Context: an optimization exercise on an open-source flow, tuned for small area, a short achievable clock period and few clock cycles. The choices shown serve that exercise and are no tape-out recipe.
In this exercise RTL edits were held to simulation tests only and were not proved equivalent to the original.
No activity file was given, so power comes from the tool's default toggle rates.

===== config.mk =====
export PLATFORM = sky130hd
export DESIGN_NAME = CPU
export DESIGN_NICKNAME = CPU
export VERILOG_FILES = /design/flow/design.v
export SDC_FILE = /design/flow/constraint.sdc
export NUM_CORES = 4
export LEC_CHECK = 0
export CAP_MARGIN = 20
export CORE_MARGIN = 2
export CORE_UTILIZATION = 40
export SLEW_MARGIN = 20

===== constraint.sdc =====
create_clock -name core_clock -period 40.0 [get_ports {clk}]
set_input_delay 8.0000 -clock core_clock [delete_from_list [all_inputs] [get_ports {clk}]]
set_output_delay 8.0000 -clock core_clock [all_outputs]
set_load 0.01 [all_outputs]

===== design.v =====
module CPU (
	input signed [15:0] Mem_Data ,
	input clk ,
	input rst ,  
	output reg halt ,  
	output reg [6:0] Mem_Address ,
	output reg rd , wr,
	output reg signed [15:0] Data_Out ,
	output reg fZ,
	output reg fO,
	output reg fN,
	output reg fC
	);
localparam K_NONE = 2'd0, K_INS = 2'd1, K_OPR = 2'd2;
localparam S_IDLE = 3'd0, S_WAIT = 3'd1, S_X = 3'd2, S_MD = 3'd3, S_FIX = 3'd4;
localparam OP_LOAD = 4'd1, OP_STORE = 4'd2, OP_ADD = 4'd3, OP_SUB = 4'd4,
           OP_MUL = 4'd5, OP_DIV = 4'd6, OP_BR = 4'd7, OP_BRZ = 4'd8, OP_HALT = 4'd15;
reg [15:0] AC;         
reg [15:0] T;          
reg [15:0] IR;         
reg [2:0]  st;         
reg [15:0] IB;         
reg        bv;         
reg [1:0]  a_k;        
reg [1:0]  c_k;        
reg [6:0]  fpc;        
reg [16:0] X;          
reg [16:0] R;          
reg [1:0]  cnt;        
reg        neg;        
wire [15:0] W = Mem_Data;
wire a_ins = (a_k == K_INS);
wire a_opr = (a_k == K_OPR);
wire [3:0] ir_op = IR[15:12];
wire       ir_m  = IR[11];
wire       ir_md = (ir_op == OP_MUL) || (ir_op == OP_DIV);
wire       exec  = (st == S_X) || (st == S_WAIT && a_opr);
wire [15:0] B16 = ir_m ? W : {5'b0, IR[10:0]};
wire [16:0] A17 = {ir_m & AC[15], AC};
wire [16:0] B17 = {ir_m & W[15], B16};
wire [16:0] sum = (ir_op == OP_SUB) ? A17 - B17 : A17 + B17;
wire [15:0] negAC = -AC;
wire [15:0] aa = (ir_m & AC[15]) ? negAC : AC;
wire [15:0] bb = (ir_m & W[15]) ? -W : B16;
wire        dz = (B16 == 16'd0);
wire [1:0]  sk = dz ? 2'd0 :
                 (aa[15:12] != 0) ? 2'd0 :
                 (aa[11:8]  != 0) ? 2'd1 :
                 (aa[7:4]   != 0) ? 2'd2 : 2'd3;
wire [15:0] aash = (sk == 2'd0) ? aa : (sk == 2'd1) ? {aa[11:0], 4'b0} :
                   (sk == 2'd2) ? {aa[7:0], 8'b0} : {aa[3:0], 12'b0};
reg [16:0] acc;
reg [15:0] q;
reg [17:0] s18;
reg [16:0] r2;
reg [17:0] dif;
integer j;
always @* begin
	acc = R;
	q = AC;
	for (j = 0; j < 4; j = j + 1) begin
		if (ir_op == OP_MUL) begin
			if (cnt == 2'd0 && j == 3)
				s18 = {acc[16], acc} - (q[0] ? {X[16], X} : 18'd0);
			else
				s18 = {acc[16], acc} + (q[0] ? {X[16], X} : 18'd0);
			acc = s18[17:1];
			q = {s18[0], q[15:1]};
		end else begin
			r2 = {acc[15:0], q[15]};
			dif = {1'b0, r2} - {2'b0, X[15:0]};
			acc = dif[17] ? {1'b0, r2[15:0]} : {1'b0, dif[15:0]};
			q = {q[14:0], ~dif[17]};
		end
	end
end
wire md_last = (st == S_MD) && (cnt == 2'd0);
wire hf = (exec && !ir_md) || (md_last && !(ir_op == OP_DIV && neg)) || (st == S_FIX);
wire hfree = (st == S_IDLE) || hf;
reg [15:0] AC_nx;
always @* begin
	AC_nx = AC;
	if (exec) begin
		case (ir_op)
			OP_LOAD: AC_nx = ir_m ? W : IR;
			OP_ADD, OP_SUB: AC_nx = sum[15:0];
			OP_MUL: AC_nx = B16;
			OP_DIV: AC_nx = aash;
			default: AC_nx = AC;
		endcase
	end else if (st == S_MD)
		AC_nx = q;
	else if (st == S_FIX)
		AC_nx = negAC;
end
wire ex_flags = exec && (ir_op == OP_ADD || ir_op == OP_SUB || ir_md);
wire fZ_nx = ex_flags ? (AC == 16'd0) : fZ;
wire [15:0] S = bv ? IB : W;
wire s_valid = bv || a_ins;
wire start = s_valid && hfree && !halt;
wire [3:0] s_op = S[15:12];
wire s_alu = (s_op == OP_LOAD) || (s_op == OP_ADD) || (s_op == OP_SUB) ||
             (s_op == OP_MUL) || (s_op == OP_DIV);
wire s_mem = s_alu && S[11];
wire s_store = (s_op == OP_STORE);
wire s_br = (s_op == OP_BR) || (s_op == OP_BRZ && fZ_nx);
wire s_halt = (s_op == OP_HALT);
wire yw = bv && a_ins;
wire yc = (c_k == K_INS);
wire [6:0] fpc1 = fpc - 7'd1;
wire [6:0] fpc2 = fpc - 7'd2;
wire st_hit = s_store && ((yc && S[6:0] == fpc1) || (yw && S[6:0] == (yc ? fpc2 : fpc1)));
wire flush = start && (s_br || st_hit);
wire ovf = !start && yw && !halt;    
wire kill_c = flush || ovf;
reg [6:0] fpc_b;
always @* begin
	if (start && s_br) fpc_b = S[6:0];
	else if (flush || ovf) fpc_b = fpc - {5'b0, yw} - {5'b0, yc};
	else fpc_b = fpc;
end
reg        bv_nx;
reg [2:0]  st_nx;
reg [15:0] IR_nx;
always @* begin
	bv_nx = bv;
	if (start && bv) bv_nx = a_ins && !flush;
	else if (!start && !bv && a_ins && !halt) bv_nx = 1'b1;
	st_nx = st;
	IR_nx = IR;
	if (exec && ir_md) st_nx = S_MD;
	else if (md_last) st_nx = (ir_op == OP_DIV && neg) ? S_FIX : S_IDLE;
	else if (hf) st_nx = S_IDLE;
	if (start && s_alu) begin
		st_nx = s_mem ? S_WAIT : S_X;
		IR_nx = S;
	end
end
wire [1:0] a_k_nx = (yc && kill_c) ? K_NONE : c_k;
wire halt_nx = halt || (start && s_halt);
wire [1:0] cnt_nx = (exec && ir_md) ? ((ir_op == OP_DIV) ? 2'd3 - sk : 2'd3) :
                    (st == S_MD) ? cnt - 2'd1 : cnt;
wire irnx_md = (IR_nx[15:12] == OP_MUL) || (IR_nx[15:12] == OP_DIV);
wire md_busy = (st_nx == S_MD && cnt_nx != 2'd0) ||
               ((st_nx == S_X || st_nx == S_WAIT) && irnx_md);
wire [1:0] n_nx = {1'b0, bv_nx} + {1'b0, a_k_nx == K_INS};
wire fetch_ok = !halt_nx && (n_nx == 2'd0 || (n_nx == 2'd1 && !md_busy));
always @(posedge clk) begin
	if (rst) begin
		halt <= 1'b0;
		AC <= 16'd0;
		T <= 16'd0;
		fZ <= 1'b0;
		fO <= 1'b0;
		fN <= 1'b0;
		fC <= 1'b0;
		st <= S_IDLE;
		bv <= 1'b0;
		Mem_Address <= 7'd0;
		rd <= 1'b1;
		wr <= 1'b0;
		a_k <= K_NONE;
		c_k <= K_INS;
		fpc <= 7'd1;
	end else begin
		halt <= halt_nx;
		AC <= AC_nx;
		st <= st_nx;
		IR <= IR_nx;
		bv <= bv_nx;
		if (a_ins && ((start && bv && !flush) || (!start && !bv))) IB <= W;
		cnt <= cnt_nx;
		a_k <= a_k_nx;
		if (ex_flags) begin
			fZ <= (AC == 16'd0);
			fN <= (ir_op == OP_ADD && ir_m) ? (fN | AC[15]) : AC[15];
		end
		if (exec && (ir_op == OP_ADD || ir_op == OP_SUB))
			fC <= sum[16];
		if (exec && ir_op == OP_MUL)
			fO <= fO | (T != 16'd0);
		if (exec && ir_md) begin
			R <= 17'd0;
			if (ir_op == OP_MUL)
				X <= A17;
			else
				X <= {1'b0, bb};
			neg <= ir_m & (AC[15] ^ W[15]) & !dz;
		end else if (st == S_MD) begin
			R <= acc;
			if (cnt == 2'd0 && ir_op == OP_MUL)
				T <= acc[15:0];
		end
		if (start && s_mem) begin
			Mem_Address <= S[6:0];
			rd <= 1'b1;
			wr <= 1'b0;
			c_k <= K_OPR;
			fpc <= fpc_b;
		end else if (start && s_store) begin
			Mem_Address <= S[6:0];
			Data_Out <= AC_nx;
			rd <= 1'b0;
			wr <= 1'b1;
			c_k <= K_NONE;
			fpc <= fpc_b;
		end else if (fetch_ok) begin
			Mem_Address <= fpc_b;
			rd <= 1'b1;
			wr <= 1'b0;
			c_k <= K_INS;
			fpc <= fpc_b + 7'd1;
		end else begin
			rd <= 1'b0;
			wr <= 1'b0;
			c_k <= K_NONE;
			fpc <= fpc_b;
		end
	end
end
endmodule

===== run.sh =====
#!/bin/bash
# synth_recipe.tcl (not shown) runs the flow's synth.tcl, then flattens the netlist and writes it again
# the make line also repeats each setting of config.mk as NAME=value (left out here)
make -C /OpenROAD-flow-scripts/flow DESIGN_CONFIG=/design/flow/config.mk WORK_HOME=/design/flow/orfs CLKGATE_MAP_FILE= SYNTH_SCRIPT=/design/flow/synth_recipe.tcl finish

==> results.txt <==
-- stage by stage --
step / hold WS, ns / power, uW / instance area [um^2] / util (%)
final: 0.454 / 1360 / 19400 / 44.1
after global routing: 0.479 / 1460 / 19400 / 44.1
after CTS: 0.458 / 1340 / 19400 / 44.0
after detailed placement: 0.449 / 1160 / 18700 / 42.6
after global placement: 0.447 / 1140 / 18700 / 42.5
after floorplan: 0.436 / 919 / 17800 / -
-- placed cells by master, fill, tap and decap left out, drive strengths merged, types with 24 or more instances in the layout --
cell type and count:
a211oi 31, a21o 38, a21oi 237, a31oi 33
and2 48, buf 29, clkdlybuf4s50 46, dfxtp 61
edfxtp 85, ha 160, inv 87, mux2 24
mux2i 56, nand2 236, nand3 52, nor2 232
nor2b 31, nor3 51, o211ai 24, o21a 37
o21ai 165, or3 30, xnor2 113, xor2 73
-- worst max-delay path: cells and delay by family, from the launching register on --
kind	cells	cell delay [ns]
adders and majority gates	5	1.75
xor gates and xnor gates	3	0.57
muxes	1	0.30
buffers and inverters	3	1.58
AOI/OAI and AO/OA	25	6.13
DFF	1	0.86
and+or+nand+nor	13	2.31
-- worst max-delay path by stage --
stage	cells past startpoint	startpoint	end	slack [ns]
finish	50	AC[0]	R[13]	26.26
global route	51	AC[0]	R[16]	25.32
CTS	48	AC[0]	R[16]	26.45
detailed placement	48	AC[0]	R[16]	26.55
global placement	47	AC[0]	R[16]	26.88
floorplan	16	Mem_Data[4]	fpc[5]	28.51
-- area by class of cell --
| class | count | area, um^2 |
|---|---|---|
| Inverter | 83 | 312 |
| Timing Repair Buffer | 75 | 679 |
| Fill cell | 4497 | 24600 |
| Clock inverter | 14 | 223 |
| Sequential cell | 146 | 3770 |
| Tap cell | 592 | 741 |
| Multi-Input combinational cell | 1962 | 13300 |
| Clock buffer | 18 | 429 |
-- cells by family (layout without fill, tap and decap cells) --
kind of cell	Yosys count	count (layout)	synth area share (%)
compound gates	726	726	26.3
mux	80	80	4.70
flops	146	146	21.2
buf+inv	192	190	4.52
fa+ha+maj	170	170	12.4
xor+xnor	187	187	9.29
simple gates	799	799	21.6
-- where the power goes --
part / leakage, uW / switching (uW) / internal, uW
clock network: 0.000314 / 69.8 / 112
logic: 0.00606 / 585 / 384
registers: 0.00127 / 23.2 / 188
-- layer usage --
layer,vias to the layer above,GRT usage (%)
li1,8411,-
met1,8444,33.4
met2,729,43.8
met3,148,3.10
met4,0,11.9
met5,-,0
-- flip-flops by register name (all words and copies together) (netlist names), 2 cells and up --
name / count
a_k: 2
T: 16
fpc: 7
Mem_Address: 7
R: 17
X: 17
cnt: 2
c_k: 2
AC: 16
Data_Out: 16
IB: 16
st: 3
IR: 16
==> results by group <==
STA
  • Final period util: about a third
  • PnR worst setup slack: 26.26 ns
  • Final Hold Viols: 0
  • TNS Setup: 0 ns
  • Max_slew headroom: between 20% and 30%
  • Tmin final: about 14 ns
  • Setup Viol. Count Final: 0
  • Tightest Pin Transition: 1.11 ns
  • F_max: 72.8 MHz
  • Layout Skew: between 0.01 and 0.015 ns
  • Unrepaired setup endpoints after global routing: false
  • Max Transition Viols Final: 0

Floorplan
  • Die X-Extent: roughly 210 um
  • Starting density of the core: 40.4%
  • Die area: 46,100 um^2
  • Die Y: 215 um
  • Core area: between 40,000 and 50,000 um^2
  • I/O pin count: 48
  • Core Rows: 77

Clocking
  • CTS hold repair buffers: 0
  • CTS tree: yes
  • Number of setup buffers added after CTS: 0
  • Resize count post-CTS: 0
  • H-tree depth: 4
  • Worst-path clk slew: 0.06 ns
  • Root Driver: clkbuf_16
  • Longest Clk Path Bufs: 2
  • Sink Count: 146
  • Skew-Pair Late Insertion Delay: about 0.45 ns
  • CTS Buf Count: 17

Final layout
  • N_diodes: 0
  • Fraction of layout cells with a size suffix above 1: 5.79%
  • Final std cells w/o fill: 2,890
  • NumNets Final: 2,473
  • Area Overhead vs Synth: 9.23%

Hold path
  • Hold endpoint: T[10]
  • Hold path cells: 2
  • Hold crit path type: flip-flop to flip-flop
  • Critical hold path startpoint: T[10]

Setup path
  • Slowest-stage cell, CP: clkinv_1
  • Critical path class: flip-flop to flip-flop
  • Setup crit end kind: flip-flop
  • Worst reg2reg path depth: 50
  • Worst reg2reg setup slack: 26.26 ns
  • Reg2reg end: R[13]
  • Crit-path max cell delay: 0.90 ns
  • CP max FO: 30
  • Critical register-to-register path startpoint: AC[0]
  • Critical path arrival: roughly 14 ns
  • Critical path startpoint category: flip-flop
  • Worst path required time: 40.22 ns

Drt
  • Final wirelength: 61,400 um
  • WL/cell: 21.2 um
  • Routed Antenna Nets: 0
  • Met3 WL: about 3800 um
  • Routed metal-1 wirelength: 26,200 um
  • Vias/cell: 6.14
  • Drt drc: 0
  • Top sig layer: met4
  • Total number of vias: 17,700
  • DR WL met2: 28,600 um
  • Total iterations of the first detailed-routing run: 8
  • 1st-iter DRT viols: 1,802

Synthesis
  • Most frequent cells after synthesis: 236 x nand2_1, 233 x a21oi_1, 232 x nor2_1
  • Count leader, synth: nand2_1
  • Synth Net Count: 2,488
  • Post-synth cell types: 102
  • Post-Syn Area: 17,800 um^2
  • Synthesized area per cell: between 7 and 8 um^2
  • Post-synth EDFFs: 85
  • Sequential area share after synthesis: 21.2%
  • Cell taking the most area after synthesis: edfxtp_1
  • Post-Synthesis Cells: 2,300
  • Commonest register cell after synthesis: edfxtp_1
  • Yosys warns: 1
  • Top cells by area, synth: edfxtp_1 14%, ha_1 11%, dfxtp_1 6.9%, a21oi_1 6.6%, xnor2_1 5.6%
  • Ys async rst share: 0%
  • Synth Register Bits: approximately 150
  • Yosys top cell area share: 14.4%

Place
  • Final GP Congestion: 0.955
  • DP Cell Count: approximately 2,900
  • Post-DP HPWL: 47,400 um
  • Buffers on Ports: 47
  • Pre-CTS WS: ~27 ns

Run status
  • Status: no timing/DRC/antenna violations

Global routing
  • Global-route wire length before repair: 95,600 um
  • Largest net degree at the start of global routing: 55
  • GRT Util Overall: 26.1%
  • Initial antenna violation count: 0
  • Vias in the first global route: 16,900
  • GR Overflow Total: 0

Power
  • Cell Pwr Density: 70.1 nW/um^2
  • Maximum vdd drop: 34.9 uV
  • Lkg Pwr: 0.00765 uW

Flow run
  • Max-cap violations: 0
Testbench counts, summed over its fixed seeds: cycles 89,337.

## what the ideal ports hide
The flow's constraints put no driver on any port. The routed layout listed below was extracted and timed again, unchanged, in two steps. Step 1, drivers: a clkbuf_16 drives clk and a buf_2 each remaining input, both assumed. Step 2 moves the port delays by t, midway between the first and last clock arrival at a register: inputs arrive t later, outputs are due t later. That takes back most of the time a late clock gives input paths. a / b / c = no drivers / after step 1 / after step 2; a / b = the first two.
shift t [ns]: 0.494
setup WS [ns]: 26.258 / 26.258 / 26.258
clock arrival spread, ns: 0.013 / 0.012
After both steps this run still meets setup and hold. The setup slack of this run moves by 0.000 ns with the drivers and by 0.000 ns with both steps.
